This is an optimization exercise on Yosys and OpenROAD, whose aim is small area and a short achievable clock period, not a production implementation.
Function was not checked in any run shown here: the RTL went through the layout flow alone.

==> flow/design.v (outline; a module is shown in full before it is edited, if it fits) <==
// module full_adder: 10 lines
// module final_adder: 244 lines
// module fp32_unpacker: 20 lines
// module fp32_aligner: 18 lines
// module wallace_tree_8_inputs: 507 lines
// module fp32_normalizer_rounder: 471 lines
// module fp32_packer: 14 lines
// module fp32_adder_tree_8_inputs: 867 lines
module fp32_adder_tree_8_inputs (
    input wire clk,
    input wire rst_n,
    input wire [127:0] dvr_fp32addtree8to1_s0,
    input wire [127:0] dvr_fp32addtree8to1_s1,
    input wire [2:0] cru_fp32addtree8to1,
    output wire [127:0] dr_fp32addtree8to1_d
);
  // ...
==> flow/flow/run.sh <==
#!/bin/bash
# Layout flow: ORFS, with two changes to its synthesis script and a setup
# margin for timing repair.
#  - synthesis: Yosys's generic synth step runs without its quick ABC pass, so
#    the full adders written in the RTL reach extract_fa as written (no
#    inverters around them); the final ABC mapping uses flow/abc.script.
#  - layout: standard steps; repair_timing aims at SETUP_SLACK_MARGIN; the
#    port buffers are the platform's smallest buffer.
# Each tool's output goes to ORFS's own logs (orfs/logs/...); make's output to flow.log.
set -euo pipefail
HERE=$(pwd)
FL=$HERE/flow
source $FL/params.sh
sed -e 's#^source \$::env(SCRIPTS_DIR)/synth_preamble.tcl#&\nset abc_args [lreplace $abc_args 1 1 '"$FL"'/abc.script]#' \
    -e 's#synth -top \$::env(DESIGN_NAME) -run fine: {\*}\$synth_full_args#& -noabc#' \
    $FLOW_HOME/scripts/synth.tcl > $HERE/my_synth.tcl
grep -q -- '-noabc' $HERE/my_synth.tcl
grep -q 'abc.script\]' $HERE/my_synth.tcl
sed -e "s#source \$::env(SCRIPTS_DIR)/synth.tcl#source $HERE/my_synth.tcl#" synth_recipe.tcl > my_synth_recipe.tcl
grep -q my_synth.tcl my_synth_recipe.tcl
sed -e "s#SYNTH_SCRIPT=[^ ]*#SYNTH_SCRIPT=$HERE/my_synth_recipe.tcl#" standard.sh > my_standard.sh
grep -q my_synth_recipe.tcl my_standard.sh
export SETUP_SLACK_MARGIN=$MARGIN
# every port still gets a buffer, the smallest one
export BUFFER_PORTS_ARGS="${PORTBUF:--buffer_cell sky130_fd_sc_hd__buf_1}"
bash my_standard.sh finish > flow.log 2>&1
==> flow/flow/abc.script <==
strash
dch
map -B 0.9
topo
mfs
strash
dch
map -B 0.9
topo
stime -c
buffer -c
upsize -c
dnsize -c
==> flow/flow/params.sh <==
MARGIN=42.5

==> flow/standard.sh <==
#!/bin/bash
# synth_recipe.tcl (not shown) runs the flow's synth.tcl, then flattens the netlist and writes it again
# the make line also repeats each setting of config.mk as NAME=value (left out here)
make -C /OpenROAD-flow-scripts/flow DESIGN_CONFIG=/design/flow/config.mk WORK_HOME=/design/flow/orfs CLKGATE_MAP_FILE= SYNTH_SCRIPT=/design/flow/synth_recipe.tcl "${@:-finish}"
==> flow/config.mk <==
export PLATFORM = sky130hd
export DESIGN_NAME = fp32_adder_tree_8_inputs
export DESIGN_NICKNAME = fp32_adder_tree_8_inputs
export VERILOG_FILES = /design/flow/design.v
export SDC_FILE = /design/flow/constraint.sdc
export NUM_CORES = 8
export LEC_CHECK = 0
export ABC_AREA = 1
export CAP_MARGIN = 20
export CORE_MARGIN = 2
export CORE_UTILIZATION = 40
export SLEW_MARGIN = 20
==> flow/constraint.sdc <==
create_clock -name core_clock -period 64.0 [get_ports {clk}]
set_input_delay 12.8000 -clock core_clock [delete_from_list [all_inputs] [get_ports {clk}]]
set_output_delay 12.8000 -clock core_clock [all_outputs]
set_load 0.01 [all_outputs]
==> impl_metrics.toml, run 1 <==
[outcome]
status = "timing/DRC/antenna clean"

[layout]
final_common_cell = "nand2_1"
final_nets = 6585
layout-drive-gt1-share_pct = 8.80
instances_no_fill = 7104
buffers = 510
multi_input_area_share_pct = 77.7
num-nonclk-inverters = 586
sh_seq_area_pct = 4.59

[worst_setup_path]
cp.depth = 38
path_buf_inv = 8

[detailed_routing]
route.met2.wl_um = 63700
dr.pass1.iters = 9
routed_wl_um = 139000

[logic_synthesis]
syn_inst = 5687
synth_nets = 6313
synth_edf_count = 0
netlist-cell-type-count = 69
ys_seq_area_share_pct = 5.10

[grt]
track_usage_pct = 30.3
grt_pass1_vias = 35200

[cts]
cts_tree = "yes"
cts_buffers = 9
path_clk_slew_ns = 0.08

[sta]
drv_slew = 0
==> run 2, diff against run 1 <==
--- a/flow/design.v
+++ b/flow/design.v
@@ -1697,410 +1697,490 @@
     wire df_12 = emax[3] ^ nx0[3];
     wire df_13 = emax[4] ^ nx0[4];
     wire df_14 = emax[5] ^ nx0[5];
     wire df_15 = emax[6] ^ nx0[6];
     wire df_16 = emax[7] ^ nx0[7];
     wire df_17 = df_1 | (df_9 & 1'b1);
     wire df_18 = df_2 | (df_10 & df_17);
     wire df_19 = df_10 & df_9;
-    wire df_20 = df_4 | (df_12 & df_3);
-    wire df_21 = df_12 & df_11;
-    wire df_22 = df_6 | (df_14 & df_5);
-    wire df_23 = df_14 & df_13;
-    wire df_24 = df_8 | (df_16 & df_7);
-    wire df_25 = df_16 & df_15;
-    wire df_26 = df_3 | (df_11 & df_18);
-    wire df_27 = df_11 & df_19;
-    wire df_28 = df_20 | (df_21 & df_18);
-    wire df_29 = df_21 & df_19;
-    wire df_30 = df_7 | (df_15 & df_22);
-    wire df_31 = df_15 & df_23;
-    wire df_32 = df_24 | (df_25 & df_22);
-    wire df_33 = df_25 & df_23;
-    wire df_34 = df_5 | (df_13 & df_28);
-    wire df_35 = df_13 & df_29;
-    wire df_36 = df_22 | (df_23 & df_28);
-    wire df_37 = df_23 & df_29;
-    wire df_38 = df_30 | (df_31 & df_28);
-    wire df_39 = df_31 & df_29;
-    wire df_40 = df_32 | (df_33 & df_28);
-    wire df_41 = df_33 & df_29;
+    wire df_20 = df_3 | (df_11 & df_2);
+    wire df_21 = df_11 & df_10;
+    wire df_22 = df_4 | (df_12 & df_3);
+    wire df_23 = df_12 & df_11;
+    wire df_24 = df_5 | (df_13 & df_4);
+    wire df_25 = df_13 & df_12;
+    wire df_26 = df_6 | (df_14 & df_5);
+    wire df_27 = df_14 & df_13;
+    wire df_28 = df_7 | (df_15 & df_6);
+    wire df_29 = df_15 & df_14;
+    wire df_30 = df_8 | (df_16 & df_7);
+    wire df_31 = df_16 & df_15;
+    wire df_32 = df_20 | (df_21 & df_17);
+    wire df_33 = df_21 & df_9;
+    wire df_34 = df_22 | (df_23 & df_18);
+    wire df_35 = df_23 & df_19;
+    wire df_36 = df_24 | (df_25 & df_20);
+    wire df_37 = df_25 & df_21;
+    wire df_38 = df_26 | (df_27 & df_22);
+    wire df_39 = df_27 & df_23;
+    wire df_40 = df_28 | (df_29 & df_24);
+    wire df_41 = df_29 & df_25;
+    wire df_42 = df_30 | (df_31 & df_26);
+    wire df_43 = df_31 & df_27;
+    wire df_44 = df_36 | (df_37 & df_17);
+    wire df_45 = df_37 & df_9;
+    wire df_46 = df_38 | (df_39 & df_18);
+    wire df_47 = df_39 & df_19;
+    wire df_48 = df_40 | (df_41 & df_32);
+    wire df_49 = df_41 & df_33;
+    wire df_50 = df_42 | (df_43 & df_34);
+    wire df_51 = df_43 & df_35;
     assign d0[0] = df_9 ^ 1'b1;
     assign d0[1] = df_10 ^ df_17;
     assign d0[2] = df_11 ^ df_18;
-    assign d0[3] = df_12 ^ df_26;
-    assign d0[4] = df_13 ^ df_28;
-    assign d0[5] = df_14 ^ df_34;
-    assign d0[6] = df_15 ^ df_36;
-    assign d0[7] = df_16 ^ df_38;
+    assign d0[3] = df_12 ^ df_32;
+    assign d0[4] = df_13 ^ df_34;
+    assign d0[5] = df_14 ^ df_44;
+    assign d0[6] = df_15 ^ df_46;
+    assign d0[7] = df_16 ^ df_48;
     assign dif[0] = d0;
     wire [7:0] nx1 = ~ex[1];
     wire [7:0] d1;
-    wire df_42 = emax[0] & nx1[0];
-    wire df_43 = emax[1] & nx1[1];
-    wire df_44 = emax[2] & nx1[2];
-    wire df_45 = emax[3] & nx1[3];
-    wire df_46 = emax[4] & nx1[4];
-    wire df_47 = emax[5] & nx1[5];
-    wire df_48 = emax[6] & nx1[6];
-    wire df_49 = emax[7] & nx1[7];
-    wire df_50 = emax[0] ^ nx1[0];
-    wire df_51 = emax[1] ^ nx1[1];
-    wire df_52 = emax[2] ^ nx1[2];
-    wire df_53 = emax[3] ^ nx1[3];
-    wire df_54 = emax[4] ^ nx1[4];
-    wire df_55 = emax[5] ^ nx1[5];
-    wire df_56 = emax[6] ^ nx1[6];
-    wire df_57 = emax[7] ^ nx1[7];
-    wire df_58 = df_42 | (df_50 & 1'b1);
-    wire df_59 = df_43 | (df_51 & df_58);
-    wire df_60 = df_51 & df_50;
-    wire df_61 = df_45 | (df_53 & df_44);
-    wire df_62 = df_53 & df_52;
-    wire df_63 = df_47 | (df_55 & df_46);
-    wire df_64 = df_55 & df_54;
-    wire df_65 = df_49 | (df_57 & df_48);
-    wire df_66 = df_57 & df_56;
-    wire df_67 = df_44 | (df_52 & df_59);
-    wire df_68 = df_52 & df_60;
-    wire df_69 = df_61 | (df_62 & df_59);
-    wire df_70 = df_62 & df_60;
-    wire df_71 = df_48 | (df_56 & df_63);
-    wire df_72 = df_56 & df_64;
-    wire df_73 = df_65 | (df_66 & df_63);
-    wire df_74 = df_66 & df_64;
-    wire df_75 = df_46 | (df_54 & df_69);
-    wire df_76 = df_54 & df_70;
-    wire df_77 = df_63 | (df_64 & df_69);
-    wire df_78 = df_64 & df_70;
-    wire df_79 = df_71 | (df_72 & df_69);
-    wire df_80 = df_72 & df_70;
-    wire df_81 = df_73 | (df_74 & df_69);
-    wire df_82 = df_74 & df_70;
-    assign d1[0] = df_50 ^ 1'b1;
-    assign d1[1] = df_51 ^ df_58;
-    assign d1[2] = df_52 ^ df_59;
-    assign d1[3] = df_53 ^ df_67;
-    assign d1[4] = df_54 ^ df_69;
-    assign d1[5] = df_55 ^ df_75;
-    assign d1[6] = df_56 ^ df_77;
-    assign d1[7] = df_57 ^ df_79;
+    wire df_52 = emax[0] & nx1[0];
+    wire df_53 = emax[1] & nx1[1];
+    wire df_54 = emax[2] & nx1[2];
+    wire df_55 = emax[3] & nx1[3];
+    wire df_56 = emax[4] & nx1[4];
+    wire df_57 = emax[5] & nx1[5];
+    wire df_58 = emax[6] & nx1[6];
+    wire df_59 = emax[7] & nx1[7];
+    wire df_60 = emax[0] ^ nx1[0];
+    wire df_61 = emax[1] ^ nx1[1];
+    wire df_62 = emax[2] ^ nx1[2];
+    wire df_63 = emax[3] ^ nx1[3];
+    wire df_64 = emax[4] ^ nx1[4];
+    wire df_65 = emax[5] ^ nx1[5];
+    wire df_66 = emax[6] ^ nx1[6];
+    wire df_67 = emax[7] ^ nx1[7];
+    wire df_68 = df_52 | (df_60 & 1'b1);
+    wire df_69 = df_53 | (df_61 & df_68);
+    wire df_70 = df_61 & df_60;
+    wire df_71 = df_54 | (df_62 & df_53);
+    wire df_72 = df_62 & df_61;
+    wire df_73 = df_55 | (df_63 & df_54);
+    wire df_74 = df_63 & df_62;
+    wire df_75 = df_56 | (df_64 & df_55);
+    wire df_76 = df_64 & df_63;
+    wire df_77 = df_57 | (df_65 & df_56);
+    wire df_78 = df_65 & df_64;
+    wire df_79 = df_58 | (df_66 & df_57);
+    wire df_80 = df_66 & df_65;
+    wire df_81 = df_59 | (df_67 & df_58);
+    wire df_82 = df_67 & df_66;
+    wire df_83 = df_71 | (df_72 & df_68);
+    wire df_84 = df_72 & df_60;
+    wire df_85 = df_73 | (df_74 & df_69);
+    wire df_86 = df_74 & df_70;
+    wire df_87 = df_75 | (df_76 & df_71);
+    wire df_88 = df_76 & df_72;
+    wire df_89 = df_77 | (df_78 & df_73);
+    wire df_90 = df_78 & df_74;
+    wire df_91 = df_79 | (df_80 & df_75);
+    wire df_92 = df_80 & df_76;
+    wire df_93 = df_81 | (df_82 & df_77);
+    wire df_94 = df_82 & df_78;
+    wire df_95 = df_87 | (df_88 & df_68);
+    wire df_96 = df_88 & df_60;
+    wire df_97 = df_89 | (df_90 & df_69);
+    wire df_98 = df_90 & df_70;
+    wire df_99 = df_91 | (df_92 & df_83);
+    wire df_100 = df_92 & df_84;
+    wire df_101 = df_93 | (df_94 & df_85);
+    wire df_102 = df_94 & df_86;
+    assign d1[0] = df_60 ^ 1'b1;
+    assign d1[1] = df_61 ^ df_68;
+    assign d1[2] = df_62 ^ df_69;
+    assign d1[3] = df_63 ^ df_83;
+    assign d1[4] = df_64 ^ df_85;
+    assign d1[5] = df_65 ^ df_95;
+    assign d1[6] = df_66 ^ df_97;
+    assign d1[7] = df_67 ^ df_99;
     assign dif[1] = d1;
     wire [7:0] nx2 = ~ex[2];
     wire [7:0] d2;
-    wire df_83 = emax[0] & nx2[0];
-    wire df_84 = emax[1] & nx2[1];
-    wire df_85 = emax[2] & nx2[2];
-    wire df_86 = emax[3] & nx2[3];
-    wire df_87 = emax[4] & nx2[4];
-    wire df_88 = emax[5] & nx2[5];
-    wire df_89 = emax[6] & nx2[6];
-    wire df_90 = emax[7] & nx2[7];
-    wire df_91 = emax[0] ^ nx2[0];
-    wire df_92 = emax[1] ^ nx2[1];
-    wire df_93 = emax[2] ^ nx2[2];
-    wire df_94 = emax[3] ^ nx2[3];
-    wire df_95 = emax[4] ^ nx2[4];
-    wire df_96 = emax[5] ^ nx2[5];
-    wire df_97 = emax[6] ^ nx2[6];
-    wire df_98 = emax[7] ^ nx2[7];
-    wire df_99 = df_83 | (df_91 & 1'b1);
-    wire df_100 = df_84 | (df_92 & df_99);
-    wire df_101 = df_92 & df_91;
-    wire df_102 = df_86 | (df_94 & df_85);
-    wire df_103 = df_94 & df_93;
-    wire df_104 = df_88 | (df_96 & df_87);
-    wire df_105 = df_96 & df_95;
-    wire df_106 = df_90 | (df_98 & df_89);
-    wire df_107 = df_98 & df_97;
-    wire df_108 = df_85 | (df_93 & df_100);
-    wire df_109 = df_93 & df_101;
-    wire df_110 = df_102 | (df_103 & df_100);
-    wire df_111 = df_103 & df_101;
-    wire df_112 = df_89 | (df_97 & df_104);
-    wire df_113 = df_97 & df_105;
-    wire df_114 = df_106 | (df_107 & df_104);
-    wire df_115 = df_107 & df_105;
-    wire df_116 = df_87 | (df_95 & df_110);
-    wire df_117 = df_95 & df_111;
-    wire df_118 = df_104 | (df_105 & df_110);
-    wire df_119 = df_105 & df_111;
-    wire df_120 = df_112 | (df_113 & df_110);
-    wire df_121 = df_113 & df_111;
-    wire df_122 = df_114 | (df_115 & df_110);
-    wire df_123 = df_115 & df_111;
-    assign d2[0] = df_91 ^ 1'b1;
-    assign d2[1] = df_92 ^ df_99;
-    assign d2[2] = df_93 ^ df_100;
-    assign d2[3] = df_94 ^ df_108;
-    assign d2[4] = df_95 ^ df_110;
-    assign d2[5] = df_96 ^ df_116;
-    assign d2[6] = df_97 ^ df_118;
-    assign d2[7] = df_98 ^ df_120;
+    wire df_103 = emax[0] & nx2[0];
+    wire df_104 = emax[1] & nx2[1];
+    wire df_105 = emax[2] & nx2[2];
+    wire df_106 = emax[3] & nx2[3];
+    wire df_107 = emax[4] & nx2[4];
+    wire df_108 = emax[5] & nx2[5];
+    wire df_109 = emax[6] & nx2[6];
+    wire df_110 = emax[7] & nx2[7];
+    wire df_111 = emax[0] ^ nx2[0];
+    wire df_112 = emax[1] ^ nx2[1];
+    wire df_113 = emax[2] ^ nx2[2];
+    wire df_114 = emax[3] ^ nx2[3];
+    wire df_115 = emax[4] ^ nx2[4];
+    wire df_116 = emax[5] ^ nx2[5];
+    wire df_117 = emax[6] ^ nx2[6];
+    wire df_118 = emax[7] ^ nx2[7];
+    wire df_119 = df_103 | (df_111 & 1'b1);
+    wire df_120 = df_104 | (df_112 & df_119);
+    wire df_121 = df_112 & df_111;
+    wire df_122 = df_105 | (df_113 & df_104);
+    wire df_123 = df_113 & df_112;
+    wire df_124 = df_106 | (df_114 & df_105);
+    wire df_125 = df_114 & df_113;
+    wire df_126 = df_107 | (df_115 & df_106);
+    wire df_127 = df_115 & df_114;
+    wire df_128 = df_108 | (df_116 & df_107);
+    wire df_129 = df_116 & df_115;
+    wire df_130 = df_109 | (df_117 & df_108);
+    wire df_131 = df_117 & df_116;
+    wire df_132 = df_110 | (df_118 & df_109);
+    wire df_133 = df_118 & df_117;
+    wire df_134 = df_122 | (df_123 & df_119);
+    wire df_135 = df_123 & df_111;
+    wire df_136 = df_124 | (df_125 & df_120);
+    wire df_137 = df_125 & df_121;
+    wire df_138 = df_126 | (df_127 & df_122);
+    wire df_139 = df_127 & df_123;
+    wire df_140 = df_128 | (df_129 & df_124);
+    wire df_141 = df_129 & df_125;
+    wire df_142 = df_130 | (df_131 & df_126);
+    wire df_143 = df_131 & df_127;
+    wire df_144 = df_132 | (df_133 & df_128);
+    wire df_145 = df_133 & df_129;
+    wire df_146 = df_138 | (df_139 & df_119);
+    wire df_147 = df_139 & df_111;
+    wire df_148 = df_140 | (df_141 & df_120);
+    wire df_149 = df_141 & df_121;
+    wire df_150 = df_142 | (df_143 & df_134);
+    wire df_151 = df_143 & df_135;
+    wire df_152 = df_144 | (df_145 & df_136);
+    wire df_153 = df_145 & df_137;
+    assign d2[0] = df_111 ^ 1'b1;
+    assign d2[1] = df_112 ^ df_119;
+    assign d2[2] = df_113 ^ df_120;
+    assign d2[3] = df_114 ^ df_134;
+    assign d2[4] = df_115 ^ df_136;
+    assign d2[5] = df_116 ^ df_146;
+    assign d2[6] = df_117 ^ df_148;
+    assign d2[7] = df_118 ^ df_150;
     assign dif[2] = d2;
     wire [7:0] nx3 = ~ex[3];
     wire [7:0] d3;
-    wire df_124 = emax[0] & nx3[0];
-    wire df_125 = emax[1] & nx3[1];
-    wire df_126 = emax[2] & nx3[2];
-    wire df_127 = emax[3] & nx3[3];
-    wire df_128 = emax[4] & nx3[4];
-    wire df_129 = emax[5] & nx3[5];
-    wire df_130 = emax[6] & nx3[6];
-    wire df_131 = emax[7] & nx3[7];
-    wire df_132 = emax[0] ^ nx3[0];
-    wire df_133 = emax[1] ^ nx3[1];
-    wire df_134 = emax[2] ^ nx3[2];
-    wire df_135 = emax[3] ^ nx3[3];
-    wire df_136 = emax[4] ^ nx3[4];
-    wire df_137 = emax[5] ^ nx3[5];
-    wire df_138 = emax[6] ^ nx3[6];
-    wire df_139 = emax[7] ^ nx3[7];
-    wire df_140 = df_124 | (df_132 & 1'b1);
-    wire df_141 = df_125 | (df_133 & df_140);
-    wire df_142 = df_133 & df_132;
-    wire df_143 = df_127 | (df_135 & df_126);
-    wire df_144 = df_135 & df_134;
-    wire df_145 = df_129 | (df_137 & df_128);
-    wire df_146 = df_137 & df_136;
-    wire df_147 = df_131 | (df_139 & df_130);
-    wire df_148 = df_139 & df_138;
-    wire df_149 = df_126 | (df_134 & df_141);
-    wire df_150 = df_134 & df_142;
-    wire df_151 = df_143 | (df_144 & df_141);
-    wire df_152 = df_144 & df_142;
-    wire df_153 = df_130 | (df_138 & df_145);
-    wire df_154 = df_138 & df_146;
-    wire df_155 = df_147 | (df_148 & df_145);
-    wire df_156 = df_148 & df_146;
-    wire df_157 = df_128 | (df_136 & df_151);
-    wire df_158 = df_136 & df_152;
-    wire df_159 = df_145 | (df_146 & df_151);
-    wire df_160 = df_146 & df_152;
-    wire df_161 = df_153 | (df_154 & df_151);
-    wire df_162 = df_154 & df_152;
-    wire df_163 = df_155 | (df_156 & df_151);
-    wire df_164 = df_156 & df_152;
-    assign d3[0] = df_132 ^ 1'b1;
-    assign d3[1] = df_133 ^ df_140;
-    assign d3[2] = df_134 ^ df_141;
-    assign d3[3] = df_135 ^ df_149;
-    assign d3[4] = df_136 ^ df_151;
-    assign d3[5] = df_137 ^ df_157;
-    assign d3[6] = df_138 ^ df_159;
-    assign d3[7] = df_139 ^ df_161;
+    wire df_154 = emax[0] & nx3[0];
+    wire df_155 = emax[1] & nx3[1];
+    wire df_156 = emax[2] & nx3[2];
+    wire df_157 = emax[3] & nx3[3];
+    wire df_158 = emax[4] & nx3[4];
+    wire df_159 = emax[5] & nx3[5];
+    wire df_160 = emax[6] & nx3[6];
+    wire df_161 = emax[7] & nx3[7];
+    wire df_162 = emax[0] ^ nx3[0];
+    wire df_163 = emax[1] ^ nx3[1];
+    wire df_164 = emax[2] ^ nx3[2];
+    wire df_165 = emax[3] ^ nx3[3];
+    wire df_166 = emax[4] ^ nx3[4];
+    wire df_167 = emax[5] ^ nx3[5];
+    wire df_168 = emax[6] ^ nx3[6];
+    wire df_169 = emax[7] ^ nx3[7];
+    wire df_170 = df_154 | (df_162 & 1'b1);
+    wire df_171 = df_155 | (df_163 & df_170);
+    wire df_172 = df_163 & df_162;
+    wire df_173 = df_156 | (df_164 & df_155);
+    wire df_174 = df_164 & df_163;
+    wire df_175 = df_157 | (df_165 & df_156);
+    wire df_176 = df_165 & df_164;
+    wire df_177 = df_158 | (df_166 & df_157);
+    wire df_178 = df_166 & df_165;
+    wire df_179 = df_159 | (df_167 & df_158);
+    wire df_180 = df_167 & df_166;
+    wire df_181 = df_160 | (df_168 & df_159);
+    wire df_182 = df_168 & df_167;
+    wire df_183 = df_161 | (df_169 & df_160);
+    wire df_184 = df_169 & df_168;
+    wire df_185 = df_173 | (df_174 & df_170);
+    wire df_186 = df_174 & df_162;
+    wire df_187 = df_175 | (df_176 & df_171);
+    wire df_188 = df_176 & df_172;
+    wire df_189 = df_177 | (df_178 & df_173);
+    wire df_190 = df_178 & df_174;
+    wire df_191 = df_179 | (df_180 & df_175);
+    wire df_192 = df_180 & df_176;
+    wire df_193 = df_181 | (df_182 & df_177);
+    wire df_194 = df_182 & df_178;
+    wire df_195 = df_183 | (df_184 & df_179);
+    wire df_196 = df_184 & df_180;
+    wire df_197 = df_189 | (df_190 & df_170);
+    wire df_198 = df_190 & df_162;
+    wire df_199 = df_191 | (df_192 & df_171);
+    wire df_200 = df_192 & df_172;
+    wire df_201 = df_193 | (df_194 & df_185);
+    wire df_202 = df_194 & df_186;
+    wire df_203 = df_195 | (df_196 & df_187);
+    wire df_204 = df_196 & df_188;
+    assign d3[0] = df_162 ^ 1'b1;
+    assign d3[1] = df_163 ^ df_170;
+    assign d3[2] = df_164 ^ df_171;
+    assign d3[3] = df_165 ^ df_185;
+    assign d3[4] = df_166 ^ df_187;
+    assign d3[5] = df_167 ^ df_197;
+    assign d3[6] = df_168 ^ df_199;
+    assign d3[7] = df_169 ^ df_201;
     assign dif[3] = d3;
     wire [7:0] nx4 = ~ex[4];
     wire [7:0] d4;
-    wire df_165 = emax[0] & nx4[0];
-    wire df_166 = emax[1] & nx4[1];
-    wire df_167 = emax[2] & nx4[2];
-    wire df_168 = emax[3] & nx4[3];
-    wire df_169 = emax[4] & nx4[4];
-    wire df_170 = emax[5] & nx4[5];
-    wire df_171 = emax[6] & nx4[6];
-    wire df_172 = emax[7] & nx4[7];
-    wire df_173 = emax[0] ^ nx4[0];
-    wire df_174 = emax[1] ^ nx4[1];
-    wire df_175 = emax[2] ^ nx4[2];
-    wire df_176 = emax[3] ^ nx4[3];
-    wire df_177 = emax[4] ^ nx4[4];
-    wire df_178 = emax[5] ^ nx4[5];
-    wire df_179 = emax[6] ^ nx4[6];
-    wire df_180 = emax[7] ^ nx4[7];
-    wire df_181 = df_165 | (df_173 & 1'b1);
-    wire df_182 = df_166 | (df_174 & df_181);
-    wire df_183 = df_174 & df_173;
-    wire df_184 = df_168 | (df_176 & df_167);
-    wire df_185 = df_176 & df_175;
-    wire df_186 = df_170 | (df_178 & df_169);
-    wire df_187 = df_178 & df_177;
-    wire df_188 = df_172 | (df_180 & df_171);
-    wire df_189 = df_180 & df_179;
-    wire df_190 = df_167 | (df_175 & df_182);
-    wire df_191 = df_175 & df_183;
-    wire df_192 = df_184 | (df_185 & df_182);
-    wire df_193 = df_185 & df_183;
-    wire df_194 = df_171 | (df_179 & df_186);
-    wire df_195 = df_179 & df_187;
-    wire df_196 = df_188 | (df_189 & df_186);
-    wire df_197 = df_189 & df_187;
-    wire df_198 = df_169 | (df_177 & df_192);
-    wire df_199 = df_177 & df_193;
-    wire df_200 = df_186 | (df_187 & df_192);
-    wire df_201 = df_187 & df_193;
-    wire df_202 = df_194 | (df_195 & df_192);
-    wire df_203 = df_195 & df_193;
-    wire df_204 = df_196 | (df_197 & df_192);
-    wire df_205 = df_197 & df_193;
-    assign d4[0] = df_173 ^ 1'b1;
-    assign d4[1] = df_174 ^ df_181;
-    assign d4[2] = df_175 ^ df_182;
-    assign d4[3] = df_176 ^ df_190;
-    assign d4[4] = df_177 ^ df_192;
-    assign d4[5] = df_178 ^ df_198;
-    assign d4[6] = df_179 ^ df_200;
-    assign d4[7] = df_180 ^ df_202;
+    wire df_205 = emax[0] & nx4[0];
+    wire df_206 = emax[1] & nx4[1];
+    wire df_207 = emax[2] & nx4[2];
+    wire df_208 = emax[3] & nx4[3];
+    wire df_209 = emax[4] & nx4[4];
+    wire df_210 = emax[5] & nx4[5];
+    wire df_211 = emax[6] & nx4[6];
+    wire df_212 = emax[7] & nx4[7];
+    wire df_213 = emax[0] ^ nx4[0];
+    wire df_214 = emax[1] ^ nx4[1];
+    wire df_215 = emax[2] ^ nx4[2];
+    wire df_216 = emax[3] ^ nx4[3];
+    wire df_217 = emax[4] ^ nx4[4];
+    wire df_218 = emax[5] ^ nx4[5];
+    wire df_219 = emax[6] ^ nx4[6];
+    wire df_220 = emax[7] ^ nx4[7];
+    wire df_221 = df_205 | (df_213 & 1'b1);
+    wire df_222 = df_206 | (df_214 & df_221);
+    wire df_223 = df_214 & df_213;
+    wire df_224 = df_207 | (df_215 & df_206);
+    wire df_225 = df_215 & df_214;
+    wire df_226 = df_208 | (df_216 & df_207);
+    wire df_227 = df_216 & df_215;
+    wire df_228 = df_209 | (df_217 & df_208);
+    wire df_229 = df_217 & df_216;
+    wire df_230 = df_210 | (df_218 & df_209);
+    wire df_231 = df_218 & df_217;
+    wire df_232 = df_211 | (df_219 & df_210);
+    wire df_233 = df_219 & df_218;
+    wire df_234 = df_212 | (df_220 & df_211);
+    wire df_235 = df_220 & df_219;
+    wire df_236 = df_224 | (df_225 & df_221);
+    wire df_237 = df_225 & df_213;
+    wire df_238 = df_226 | (df_227 & df_222);
+    wire df_239 = df_227 & df_223;
+    wire df_240 = df_228 | (df_229 & df_224);
+    wire df_241 = df_229 & df_225;
+    wire df_242 = df_230 | (df_231 & df_226);
+    wire df_243 = df_231 & df_227;
+    wire df_244 = df_232 | (df_233 & df_228);
+    wire df_245 = df_233 & df_229;
+    wire df_246 = df_234 | (df_235 & df_230);
+    wire df_247 = df_235 & df_231;
+    wire df_248 = df_240 | (df_241 & df_221);
+    wire df_249 = df_241 & df_213;
+    wire df_250 = df_242 | (df_243 & df_222);
+    wire df_251 = df_243 & df_223;
+    wire df_252 = df_244 | (df_245 & df_236);
+    wire df_253 = df_245 & df_237;
+    wire df_254 = df_246 | (df_247 & df_238);
+    wire df_255 = df_247 & df_239;
+    assign d4[0] = df_213 ^ 1'b1;
+    assign d4[1] = df_214 ^ df_221;
+    assign d4[2] = df_215 ^ df_222;
+    assign d4[3] = df_216 ^ df_236;
+    assign d4[4] = df_217 ^ df_238;
+    assign d4[5] = df_218 ^ df_248;
+    assign d4[6] = df_219 ^ df_250;
+    assign d4[7] = df_220 ^ df_252;
     assign dif[4] = d4;
     wire [7:0] nx5 = ~ex[5];
     wire [7:0] d5;
-    wire df_206 = emax[0] & nx5[0];
-    wire df_207 = emax[1] & nx5[1];
-    wire df_208 = emax[2] & nx5[2];
-    wire df_209 = emax[3] & nx5[3];
-    wire df_210 = emax[4] & nx5[4];
-    wire df_211 = emax[5] & nx5[5];
-    wire df_212 = emax[6] & nx5[6];
-    wire df_213 = emax[7] & nx5[7];
-    wire df_214 = emax[0] ^ nx5[0];
-    wire df_215 = emax[1] ^ nx5[1];
-    wire df_216 = emax[2] ^ nx5[2];
-    wire df_217 = emax[3] ^ nx5[3];
-    wire df_218 = emax[4] ^ nx5[4];
-    wire df_219 = emax[5] ^ nx5[5];
-    wire df_220 = emax[6] ^ nx5[6];
-    wire df_221 = emax[7] ^ nx5[7];
-    wire df_222 = df_206 | (df_214 & 1'b1);
-    wire df_223 = df_207 | (df_215 & df_222);
-    wire df_224 = df_215 & df_214;
-    wire df_225 = df_209 | (df_217 & df_208);
-    wire df_226 = df_217 & df_216;
-    wire df_227 = df_211 | (df_219 & df_210);
-    wire df_228 = df_219 & df_218;
-    wire df_229 = df_213 | (df_221 & df_212);
-    wire df_230 = df_221 & df_220;
-    wire df_231 = df_208 | (df_216 & df_223);
-    wire df_232 = df_216 & df_224;
-    wire df_233 = df_225 | (df_226 & df_223);
-    wire df_234 = df_226 & df_224;
-    wire df_235 = df_212 | (df_220 & df_227);
-    wire df_236 = df_220 & df_228;
-    wire df_237 = df_229 | (df_230 & df_227);
-    wire df_238 = df_230 & df_228;
-    wire df_239 = df_210 | (df_218 & df_233);
-    wire df_240 = df_218 & df_234;
-    wire df_241 = df_227 | (df_228 & df_233);
-    wire df_242 = df_228 & df_234;
-    wire df_243 = df_235 | (df_236 & df_233);
-    wire df_244 = df_236 & df_234;
-    wire df_245 = df_237 | (df_238 & df_233);
-    wire df_246 = df_238 & df_234;
-    assign d5[0] = df_214 ^ 1'b1;
-    assign d5[1] = df_215 ^ df_222;
-    assign d5[2] = df_216 ^ df_223;
-    assign d5[3] = df_217 ^ df_231;
-    assign d5[4] = df_218 ^ df_233;
-    assign d5[5] = df_219 ^ df_239;
-    assign d5[6] = df_220 ^ df_241;
-    assign d5[7] = df_221 ^ df_243;
+    wire df_256 = emax[0] & nx5[0];
+    wire df_257 = emax[1] & nx5[1];
+    wire df_258 = emax[2] & nx5[2];
+    wire df_259 = emax[3] & nx5[3];
+    wire df_260 = emax[4] & nx5[4];
+    wire df_261 = emax[5] & nx5[5];
+    wire df_262 = emax[6] & nx5[6];
+    wire df_263 = emax[7] & nx5[7];
+    wire df_264 = emax[0] ^ nx5[0];
+    wire df_265 = emax[1] ^ nx5[1];
+    wire df_266 = emax[2] ^ nx5[2];
+    wire df_267 = emax[3] ^ nx5[3];
+    wire df_268 = emax[4] ^ nx5[4];
+    wire df_269 = emax[5] ^ nx5[5];
+    wire df_270 = emax[6] ^ nx5[6];
+    wire df_271 = emax[7] ^ nx5[7];
+    wire df_272 = df_256 | (df_264 & 1'b1);
+    wire df_273 = df_257 | (df_265 & df_272);
+    wire df_274 = df_265 & df_264;
+    wire df_275 = df_258 | (df_266 & df_257);
+    wire df_276 = df_266 & df_265;
+    wire df_277 = df_259 | (df_267 & df_258);
+    wire df_278 = df_267 & df_266;
+    wire df_279 = df_260 | (df_268 & df_259);
+    wire df_280 = df_268 & df_267;
+    wire df_281 = df_261 | (df_269 & df_260);
+    wire df_282 = df_269 & df_268;
+    wire df_283 = df_262 | (df_270 & df_261);
+    wire df_284 = df_270 & df_269;
+    wire df_285 = df_263 | (df_271 & df_262);
+    wire df_286 = df_271 & df_270;
+    wire df_287 = df_275 | (df_276 & df_272);
+    wire df_288 = df_276 & df_264;
+    wire df_289 = df_277 | (df_278 & df_273);
+    wire df_290 = df_278 & df_274;
+    wire df_291 = df_279 | (df_280 & df_275);
+    wire df_292 = df_280 & df_276;
+    wire df_293 = df_281 | (df_282 & df_277);
+    wire df_294 = df_282 & df_278;
+    wire df_295 = df_283 | (df_284 & df_279);
+    wire df_296 = df_284 & df_280;
+    wire df_297 = df_285 | (df_286 & df_281);
+    wire df_298 = df_286 & df_282;
+    wire df_299 = df_291 | (df_292 & df_272);
+    wire df_300 = df_292 & df_264;
+    wire df_301 = df_293 | (df_294 & df_273);
+    wire df_302 = df_294 & df_274;
+    wire df_303 = df_295 | (df_296 & df_287);
+    wire df_304 = df_296 & df_288;
+    wire df_305 = df_297 | (df_298 & df_289);
+    wire df_306 = df_298 & df_290;
+    assign d5[0] = df_264 ^ 1'b1;
+    assign d5[1] = df_265 ^ df_272;
+    assign d5[2] = df_266 ^ df_273;
+    assign d5[3] = df_267 ^ df_287;
+    assign d5[4] = df_268 ^ df_289;
+    assign d5[5] = df_269 ^ df_299;
+    assign d5[6] = df_270 ^ df_301;
+    assign d5[7] = df_271 ^ df_303;
     assign dif[5] = d5;
     wire [7:0] nx6 = ~ex[6];
     wire [7:0] d6;
-    wire df_247 = emax[0] & nx6[0];
-    wire df_248 = emax[1] & nx6[1];
-    wire df_249 = emax[2] & nx6[2];
-    wire df_250 = emax[3] & nx6[3];
-    wire df_251 = emax[4] & nx6[4];
-    wire df_252 = emax[5] & nx6[5];
-    wire df_253 = emax[6] & nx6[6];
-    wire df_254 = emax[7] & nx6[7];
-    wire df_255 = emax[0] ^ nx6[0];
-    wire df_256 = emax[1] ^ nx6[1];
-    wire df_257 = emax[2] ^ nx6[2];
-    wire df_258 = emax[3] ^ nx6[3];
-    wire df_259 = emax[4] ^ nx6[4];
-    wire df_260 = emax[5] ^ nx6[5];
-    wire df_261 = emax[6] ^ nx6[6];
-    wire df_262 = emax[7] ^ nx6[7];
-    wire df_263 = df_247 | (df_255 & 1'b1);
-    wire df_264 = df_248 | (df_256 & df_263);
-    wire df_265 = df_256 & df_255;
-    wire df_266 = df_250 | (df_258 & df_249);
-    wire df_267 = df_258 & df_257;
-    wire df_268 = df_252 | (df_260 & df_251);
-    wire df_269 = df_260 & df_259;
-    wire df_270 = df_254 | (df_262 & df_253);
-    wire df_271 = df_262 & df_261;
-    wire df_272 = df_249 | (df_257 & df_264);
-    wire df_273 = df_257 & df_265;
-    wire df_274 = df_266 | (df_267 & df_264);
-    wire df_275 = df_267 & df_265;
-    wire df_276 = df_253 | (df_261 & df_268);
-    wire df_277 = df_261 & df_269;
-    wire df_278 = df_270 | (df_271 & df_268);
-    wire df_279 = df_271 & df_269;
-    wire df_280 = df_251 | (df_259 & df_274);
-    wire df_281 = df_259 & df_275;
-    wire df_282 = df_268 | (df_269 & df_274);
-    wire df_283 = df_269 & df_275;
-    wire df_284 = df_276 | (df_277 & df_274);
-    wire df_285 = df_277 & df_275;
-    wire df_286 = df_278 | (df_279 & df_274);
-    wire df_287 = df_279 & df_275;
-    assign d6[0] = df_255 ^ 1'b1;
-    assign d6[1] = df_256 ^ df_263;
-    assign d6[2] = df_257 ^ df_264;
-    assign d6[3] = df_258 ^ df_272;
-    assign d6[4] = df_259 ^ df_274;
-    assign d6[5] = df_260 ^ df_280;
-    assign d6[6] = df_261 ^ df_282;
-    assign d6[7] = df_262 ^ df_284;
+    wire df_307 = emax[0] & nx6[0];
+    wire df_308 = emax[1] & nx6[1];
+    wire df_309 = emax[2] & nx6[2];
+    wire df_310 = emax[3] & nx6[3];
+    wire df_311 = emax[4] & nx6[4];
+    wire df_312 = emax[5] & nx6[5];
+    wire df_313 = emax[6] & nx6[6];
+    wire df_314 = emax[7] & nx6[7];
+    wire df_315 = emax[0] ^ nx6[0];
+    wire df_316 = emax[1] ^ nx6[1];
+    wire df_317 = emax[2] ^ nx6[2];
+    wire df_318 = emax[3] ^ nx6[3];
+    wire df_319 = emax[4] ^ nx6[4];
+    wire df_320 = emax[5] ^ nx6[5];
+    wire df_321 = emax[6] ^ nx6[6];
+    wire df_322 = emax[7] ^ nx6[7];
+    wire df_323 = df_307 | (df_315 & 1'b1);
+    wire df_324 = df_308 | (df_316 & df_323);
+    wire df_325 = df_316 & df_315;
+    wire df_326 = df_309 | (df_317 & df_308);
+    wire df_327 = df_317 & df_316;
+    wire df_328 = df_310 | (df_318 & df_309);
+    wire df_329 = df_318 & df_317;
+    wire df_330 = df_311 | (df_319 & df_310);
+    wire df_331 = df_319 & df_318;
+    wire df_332 = df_312 | (df_320 & df_311);
+    wire df_333 = df_320 & df_319;
+    wire df_334 = df_313 | (df_321 & df_312);
+    wire df_335 = df_321 & df_320;
+    wire df_336 = df_314 | (df_322 & df_313);
+    wire df_337 = df_322 & df_321;
+    wire df_338 = df_326 | (df_327 & df_323);
+    wire df_339 = df_327 & df_315;
+    wire df_340 = df_328 | (df_329 & df_324);
+    wire df_341 = df_329 & df_325;
+    wire df_342 = df_330 | (df_331 & df_326);
+    wire df_343 = df_331 & df_327;
+    wire df_344 = df_332 | (df_333 & df_328);
+    wire df_345 = df_333 & df_329;
+    wire df_346 = df_334 | (df_335 & df_330);
+    wire df_347 = df_335 & df_331;
+    wire df_348 = df_336 | (df_337 & df_332);
+    wire df_349 = df_337 & df_333;
+    wire df_350 = df_342 | (df_343 & df_323);
+    wire df_351 = df_343 & df_315;
+    wire df_352 = df_344 | (df_345 & df_324);
+    wire df_353 = df_345 & df_325;
+    wire df_354 = df_346 | (df_347 & df_338);
+    wire df_355 = df_347 & df_339;
+    wire df_356 = df_348 | (df_349 & df_340);
+    wire df_357 = df_349 & df_341;
+    assign d6[0] = df_315 ^ 1'b1;
+    assign d6[1] = df_316 ^ df_323;
+    assign d6[2] = df_317 ^ df_324;
+    assign d6[3] = df_318 ^ df_338;
+    assign d6[4] = df_319 ^ df_340;
+    assign d6[5] = df_320 ^ df_350;
+    assign d6[6] = df_321 ^ df_352;
+    assign d6[7] = df_322 ^ df_354;
     assign dif[6] = d6;
     wire [7:0] nx7 = ~ex[7];
     wire [7:0] d7;
-    wire df_288 = emax[0] & nx7[0];
-    wire df_289 = emax[1] & nx7[1];
-    wire df_290 = emax[2] & nx7[2];
-    wire df_291 = emax[3] & nx7[3];
-    wire df_292 = emax[4] & nx7[4];
-    wire df_293 = emax[5] & nx7[5];
-    wire df_294 = emax[6] & nx7[6];
-    wire df_295 = emax[7] & nx7[7];
-    wire df_296 = emax[0] ^ nx7[0];
-    wire df_297 = emax[1] ^ nx7[1];
-    wire df_298 = emax[2] ^ nx7[2];
-    wire df_299 = emax[3] ^ nx7[3];
-    wire df_300 = emax[4] ^ nx7[4];
-    wire df_301 = emax[5] ^ nx7[5];
-    wire df_302 = emax[6] ^ nx7[6];
-    wire df_303 = emax[7] ^ nx7[7];
-    wire df_304 = df_288 | (df_296 & 1'b1);
-    wire df_305 = df_289 | (df_297 & df_304);
-    wire df_306 = df_297 & df_296;
-    wire df_307 = df_291 | (df_299 & df_290);
-    wire df_308 = df_299 & df_298;
-    wire df_309 = df_293 | (df_301 & df_292);
-    wire df_310 = df_301 & df_300;
-    wire df_311 = df_295 | (df_303 & df_294);
-    wire df_312 = df_303 & df_302;
-    wire df_313 = df_290 | (df_298 & df_305);
-    wire df_314 = df_298 & df_306;
-    wire df_315 = df_307 | (df_308 & df_305);
-    wire df_316 = df_308 & df_306;
-    wire df_317 = df_294 | (df_302 & df_309);
-    wire df_318 = df_302 & df_310;
-    wire df_319 = df_311 | (df_312 & df_309);
-    wire df_320 = df_312 & df_310;
-    wire df_321 = df_292 | (df_300 & df_315);
-    wire df_322 = df_300 & df_316;
-    wire df_323 = df_309 | (df_310 & df_315);
-    wire df_324 = df_310 & df_316;
-    wire df_325 = df_317 | (df_318 & df_315);
-    wire df_326 = df_318 & df_316;
-    wire df_327 = df_319 | (df_320 & df_315);
-    wire df_328 = df_320 & df_316;
-    assign d7[0] = df_296 ^ 1'b1;
-    assign d7[1] = df_297 ^ df_304;
-    assign d7[2] = df_298 ^ df_305;
-    assign d7[3] = df_299 ^ df_313;
-    assign d7[4] = df_300 ^ df_315;
-    assign d7[5] = df_301 ^ df_321;
-    assign d7[6] = df_302 ^ df_323;
-    assign d7[7] = df_303 ^ df_325;
+    wire df_358 = emax[0] & nx7[0];
+    wire df_359 = emax[1] & nx7[1];
+    wire df_360 = emax[2] & nx7[2];
+    wire df_361 = emax[3] & nx7[3];
+    wire df_362 = emax[4] & nx7[4];
+    wire df_363 = emax[5] & nx7[5];
+    wire df_364 = emax[6] & nx7[6];
+    wire df_365 = emax[7] & nx7[7];
+    wire df_366 = emax[0] ^ nx7[0];
+    wire df_367 = emax[1] ^ nx7[1];
+    wire df_368 = emax[2] ^ nx7[2];
+    wire df_369 = emax[3] ^ nx7[3];
+    wire df_370 = emax[4] ^ nx7[4];
+    wire df_371 = emax[5] ^ nx7[5];
+    wire df_372 = emax[6] ^ nx7[6];
+    wire df_373 = emax[7] ^ nx7[7];
+    wire df_374 = df_358 | (df_366 & 1'b1);
+    wire df_375 = df_359 | (df_367 & df_374);
+    wire df_376 = df_367 & df_366;
+    wire df_377 = df_360 | (df_368 & df_359);
+    wire df_378 = df_368 & df_367;
+    wire df_379 = df_361 | (df_369 & df_360);
+    wire df_380 = df_369 & df_368;
+    wire df_381 = df_362 | (df_370 & df_361);
+    wire df_382 = df_370 & df_369;
+    wire df_383 = df_363 | (df_371 & df_362);
+    wire df_384 = df_371 & df_370;
+    wire df_385 = df_364 | (df_372 & df_363);
+    wire df_386 = df_372 & df_371;
+    wire df_387 = df_365 | (df_373 & df_364);
+    wire df_388 = df_373 & df_372;
+    wire df_389 = df_377 | (df_378 & df_374);
+    wire df_390 = df_378 & df_366;
+    wire df_391 = df_379 | (df_380 & df_375);
+    wire df_392 = df_380 & df_376;
+    wire df_393 = df_381 | (df_382 & df_377);
+    wire df_394 = df_382 & df_378;
+    wire df_395 = df_383 | (df_384 & df_379);
+    wire df_396 = df_384 & df_380;
+    wire df_397 = df_385 | (df_386 & df_381);
+    wire df_398 = df_386 & df_382;
+    wire df_399 = df_387 | (df_388 & df_383);
+    wire df_400 = df_388 & df_384;
+    wire df_401 = df_393 | (df_394 & df_374);
+    wire df_402 = df_394 & df_366;
+    wire df_403 = df_395 | (df_396 & df_375);
+    wire df_404 = df_396 & df_376;
+    wire df_405 = df_397 | (df_398 & df_389);
+    wire df_406 = df_398 & df_390;
+    wire df_407 = df_399 | (df_400 & df_391);
+    wire df_408 = df_400 & df_392;
+    assign d7[0] = df_366 ^ 1'b1;
+    assign d7[1] = df_367 ^ df_374;
+    assign d7[2] = df_368 ^ df_375;
+    assign d7[3] = df_369 ^ df_389;
+    assign d7[4] = df_370 ^ df_391;
+    assign d7[5] = df_371 ^ df_401;
+    assign d7[6] = df_372 ^ df_403;
+    assign d7[7] = df_373 ^ df_405;
     assign dif[7] = d7;
     wire [255:0] aligned;
     generate
         for (i = 0; i < 8; i = i + 1) begin : align_gen
             fp32_aligner a (
                 .sign(sgn[i]), .hidden(hid[i]), .mantissa(man[i]),
                 .diff(dif[i]),
                 .aligned(aligned[32*i +: 32]));
==> flow/flow/params.sh (replaced) <==
MARGIN=42

==> impl_metrics.toml, run 2 <==
[logic_synthesis]
synth_common_cells = "nand2_1, o21ai_0, inv_1"
yosys.area.top_type = "nand2_1"
synth_top_cell_area_share_pct = 21.1
synthTopCellsByArea = "nand2_1, fa_1, o21ai_0, xor2_1, inv_1"
synth_ff_type = "dfxtp_1"
avgSynthCellArea_um2 = 5.73
synth_nets = 6474
netlist-cell-type-count = 66
yosysWarnings = 1
synth.most_common_cell = "nand2_1"
synth_edf_count = 0
syn_inst = 5856
ys_ff_latch = 86
syn_area_um2 = 33500
ys_async_sr_fraction_pct = 1.16
ys_seq_area_share_pct = 5.15

[sta]
finalSetupViolations = 0
min_period_ns = 21.50
relSlewSlack_pct = 31.4
setup_tns_ns = 0
fin_crit_sh_pct = 33.6
drv_slew = 0
finalHoldViolations = 0
tightest_slew_ns = 1.03
rsz0062_at_grt = "true"
layout_setup_ws_ns = 42.50
fmax_mhz = 46.5

[layout]
reg_top3 = "row_a_q x36, row_b_q x35, emax_q x8"
area_growth_pct = 9.95
final_nets = 6720
final_cell_mix = "nand2_1, o21ai_0, inv_1"
layout-drive-gt1-share_pct = 5.81
largest_register_ffs = 36
final_common_cell = "nand2_1"
top_register = "row_a_q"
final_cell_area_um2 = 36900

[worst_setup_path]
startpoint_type = "input port"
crit_start = "dvr_fp32addtree8to1_s1[56]"
path_common_cell = "nand2_1"
max_stage_delay_ns = 0.57
cp-end-kind = "flip-flop"
cp_max_fo = 13
critPathRequiredTime_ns = 64.24
path_class = "input port to flip-flop"
worstPathArrival_ns = 21.75
slowest_stage = "fa_2"

[grt]
track_usage_pct = 31.2
overflow = 0
grt_pass1_vias = 36000
grt_pass1_wl_um = 209000
grt_start_max_net_pins = 41
antenna_found_initial = 6

[outcome]
status = "timing/DRC/antenna clean"

[detailed_routing]
drc = 0
drt_iter0_drc = 3652
wl_per_cell_um = 19.5
routed_wl_um = 140000
dr.pass1.iters = 6
vias_per_cell = 5.46
num_vias = 39300
ant_nets = 0

[cts]
clockBufferDepth = 2
cts_root_buf = "clkbuf_16"
cts_tree = "yes"
htreeDepth = 3
path_clk_slew_ns = 0.07
cts.sinks = 86
cts_buffers = 9

[floorplanning]
start_util_pct = 40.3
rows = 106
io_pins = 389
die_h_um = 294
core_area_um2 = 83300
chipWidth_um = 294
dieArea_um2 = 86200

[place]
portBuffers = 388
pre_cts_ws_ns = 39.61
dpl.hpwl_um = 118000
dpl_cell_area_um2 = 35500
place.gp.congestion = 1.03

[hold_path]
hold_path_class = "input port to async pin"

[job]
drv_cap = 0
run 2: cell count changes after synthesis, moves of 19 or more:
cell,delta
nand2_1,+75
nor2_1,+75
inv_1,+69
nand3_1,+65
nor2_2,-54
o21ai_0,-53
mux2i_1,-36
a21oi_1,+35
nand2_2,-32
nand4_1,-23
xor2_1,+19
run 2: path summary, 6_finish.rpt:
kind                                  endpoint  slack (ns)  depth (start not counted)
max in group asynchronous    valid_q$_DFF_PN0_       51.73                          1
hold / removal               valid_q$_DFF_PN0_       12.17                          1
setup / recovery           row_a_q[29]$_DFF_P_       42.50                         44
min in group core_clock       seg_q[1]$_DFF_P_       12.51                          1
run 2: kinds of logic (layout without fill, tap and decap cells):
kind of cell,count (synthesis),in the layout,share of synthesized area (%)
simple gates,3099,3100,39.4
mux,80,80,2.39
flops,86,86,5.15
buf+inv,912,1160,10.8
xor+xnor,321,323,8.38
fa+ha+maj,359,359,18.0
other cells,0,3,0
compound gates,999,999,15.9
run 2: cell type report:
type	count	area, um^2
fillers	9318	46400
multi-input cells	4861	28600
inverters	646	2520
repair buffers	481	2220
flip-flops and latches	86	1730
well taps	1080	1350
clock buffers	9	225
repair inverters	17	120
clock inverters	7	72.6
diodes	3	7.51
run 2: metal layers:
metal  vias up  GRT usage [%]  wire [um]
met5         -              0         37
met4         6           14.4       7530
met3       265           3.09       8230
met2      1446           52.6      65100
met1     18100           40.1      59200
li1      19400              -          -
run 2: metrics by stage:
step	hold slack, ns	cells	utilization (%)
global placement	12.56	7102	42.7
CTS	12.16	7135	43.4
finish	12.17	7190	44.3
floorplan	12.50	5856	-
global route	12.17	7190	44.3
detailed placement	12.56	7102	42.7
run 2: critical path: cells and delay by family:
kind	cells	cell delay (ns)
AND/OR/NAND/NOR	21	3.52
adder cells (fa/ha/maj)	5	2.50
buffers and inverters	5	0.73
XOR/XNOR	1	0.33
AO/OA/AOI/OAI	12	1.83
run 2: what timing repair did:
action,CTS,global route
setup endpoints to repair,68,192
hold buffers,0,0
resized for setup,67,90
cloned,11,9
pin swaps,7,13
setup buffers,6,43
==> run 3, diff against run 2 <==
==> flow/flow/params.sh (replaced) <==
MARGIN=43

==> impl_metrics.toml, run 3 <==
[detailed_routing]
vias_per_cell = 5.56
routed_wl_um = 145000
wl_per_cell_um = 19.9
drt_iter0_drc = 3748
dr.pass1.iters = 9
ant_nets = 0
drc = 0
num_vias = 40700

[place]
place.gp.congestion = 1.04
dpl_cell_area_um2 = 35500
portBuffers = 388
dp.cells = 7096
dpl.hpwl_um = 118000

[job]
drv_cap = 0

[worst_setup_path]
startpoint_type = "input port"
critPathRequiredTime_ns = 64.26
worstPathArrival_ns = 21.01
cp-end-kind = "flip-flop"
path_class = "input port to flip-flop"
slowest_stage = "fa_1"
path_common_cell = "nand2_1"
cp_max_fo = 23
max_stage_delay_ns = 0.51

[hold_path]
hold_path_class = "input port to async pin"

[sta]
min_period_ns = 20.75
finalHoldViolations = 0
setup_tns_ns = 0
fmax_mhz = 48.2
drv_slew = 0
relSlewSlack_pct = 23.7
tightest_slew_ns = 1.14
finalSetupViolations = 0
rsz0062_at_grt = "true"
fin_crit_sh_pct = 32.4

[cts]
cts_root_buf = "clkbuf_16"
cts_tree = "yes"
cts.sinks = 86
cts_buffers = 9
htreeDepth = 3
clockBufferDepth = 2
path_clk_slew_ns = 0.09
postCtsHoldBufs = 0

[grt]
antenna_found_initial = 13
track_usage_pct = 31.6
grt_pass1_vias = 36600
grt_pass1_wl_um = 212000
overflow = 0
grt_start_max_net_pins = 41

[layout]
largest_register_ffs = 36
area_growth_pct = 17.4
final_common_cell = "nand2_1"
regArea_um2 = 1730
n_fill_cell = 9173
layout-drive-gt1-share_pct = 11.3
fin_util_pct = 47.3
multi_input_area_um2 = 29900
instances_no_fill = 7317
final_nets = 6848
final_cell_mix = "nand2_1, o21ai_0, inv_1"
top_register = "row_a_q"
reg_top3 = "row_a_q x36, row_b_q x35, emax_q x8"
final_cell_area_um2 = 39400

[floorplanning]
rows = 106
dieArea_um2 = 86200
die_h_um = 294
core_area_um2 = 83300
io_pins = 389
start_util_pct = 40.3
chipWidth_um = 294

[logic_synthesis]
ys_ff_latch = 86
synth_top_cell_area_share_pct = 21.1
synth.most_common_cell = "nand2_1"
syn_area_um2 = 33500
synth_edf_count = 0
syn_inst = 5856
netlist-cell-type-count = 66
ys_seq_area_share_pct = 5.15
synthTopCellsByArea = "nand2_1, fa_1, o21ai_0, xor2_1, inv_1"
ys_async_sr_fraction_pct = 1.16
synth_common_cells = "nand2_1, o21ai_0, inv_1"
avgSynthCellArea_um2 = 5.73
yosys.area.top_type = "nand2_1"
synth_ff_type = "dfxtp_1"
yosysWarnings = 1
synth_nets = 6474

[outcome]
status = "timing/DRC/antenna clean"
## run 3: cell counts after synthesis
Identical to the previous run, type by type.
## run 3: final cells by class
class | count | share of cell area (%)
Clock inverter | 7 | 0.207
Clock buffer | 9 | 0.572
Inverter | 646 | 6.57
Multi-Input combinational cell | 4877 | 75.9
Timing Repair inverter | 26 | 0.470
Sequential cell | 86 | 4.38
Antenna cell | 2 | 0.0127
Tap cell | 1080 | 3.43
Timing Repair Buffer | 584 | 8.43
## run 3: per-layer routing
metal | up-vias | part of all wire (%) | GRT usage (%) | routed length, um
met5 | - | 0.063 | 0 | 92
met4 | 14 | 5.5 | 12.7 | 8020
met3 | 362 | 7.1 | 3.32 | 10300
met2 | 1722 | 47 | 54.1 | 67700
met1 | 18900 | 41 | 40.5 | 59300
li1 | 19700 | - | - | -
## run 3: path summary, 6_finish.rpt
path	startpoint	slack, ns	to
min	rst_n	12.20	valid_q$_DFF_PN0_
max in group asynchronous	rst_n	51.68	valid_q$_DFF_PN0_
max	dvr_fp32addtree8to1_s1[8]	43.25	row_a_q[4]$_DFF_P_
min in group core_clock	cru_fp32addtree8to1[0]	12.53	seg_q[0]$_DFF_P_
## run 3: repair_timing
item,CTS,global route
endpoints found under the setup margin,192,192
gates resized for setup,207,395
setup buffers,49,104
gates cloned,30,20
pin swaps,29,125
## run 3: worst max-delay path, delay by kind of cell
family | cells | cell delay [ns]
fa+ha+maj | 6 | 2.47
simple gates | 18 | 2.14
xor+xnor | 2 | 0.57
buf+inv | 8 | 1.38
compound gates | 7 | 1.60
## run 3: cell families after synthesis
group | share of synthesized area (%)
compound gates | 15.9
simple gates | 39.4
buf+inv | 10.8
xor+xnor | 8.38
flops | 5.15
mux | 2.39
fa+ha+maj | 18.0
## run 3: per-stage QoR
step	worst slack, ns	hold WS, ns
6_report	43.25	12.20
5_1_grt	42.90	12.20
4_1_cts	43.01	12.20
3_5_place_dp	39.65	12.58
3_3_place_gp	39.75	12.56
2_1_floorplan	43.04	12.50

## what the ideal ports hide
The results above use ideal ports. As a check the final layouts listed here were re-extracted and re-timed, cells and wires unchanged.
Step 1, drivers: a clkbuf_16 drives clk and a buf_2 each remaining input, both assumed.
Step 2 moves the port delays by t, midway between the first and last clock arrival at a register: inputs arrive t later, outputs are due t later. That takes back most of the time a late clock gives input paths.
Three values: ideal ports, drivers, drivers and shift; two values: the first two.
run | t, ns | setup WS [ns] | worst setup path at the end
run 1 | 0.420 | 42.810 / 42.835 / 42.415 | input to register
run 2 | 0.428 | 42.496 / 42.534 / 42.106 | input to register
run 3 | 0.426 | 43.248 / 43.280 / 42.854 | input to register
After both steps setup and hold are still met in every run listed. For run 1, which loses most, drivers alone change the setup slack by +0.025 ns; drivers and shift together by -0.395 ns.
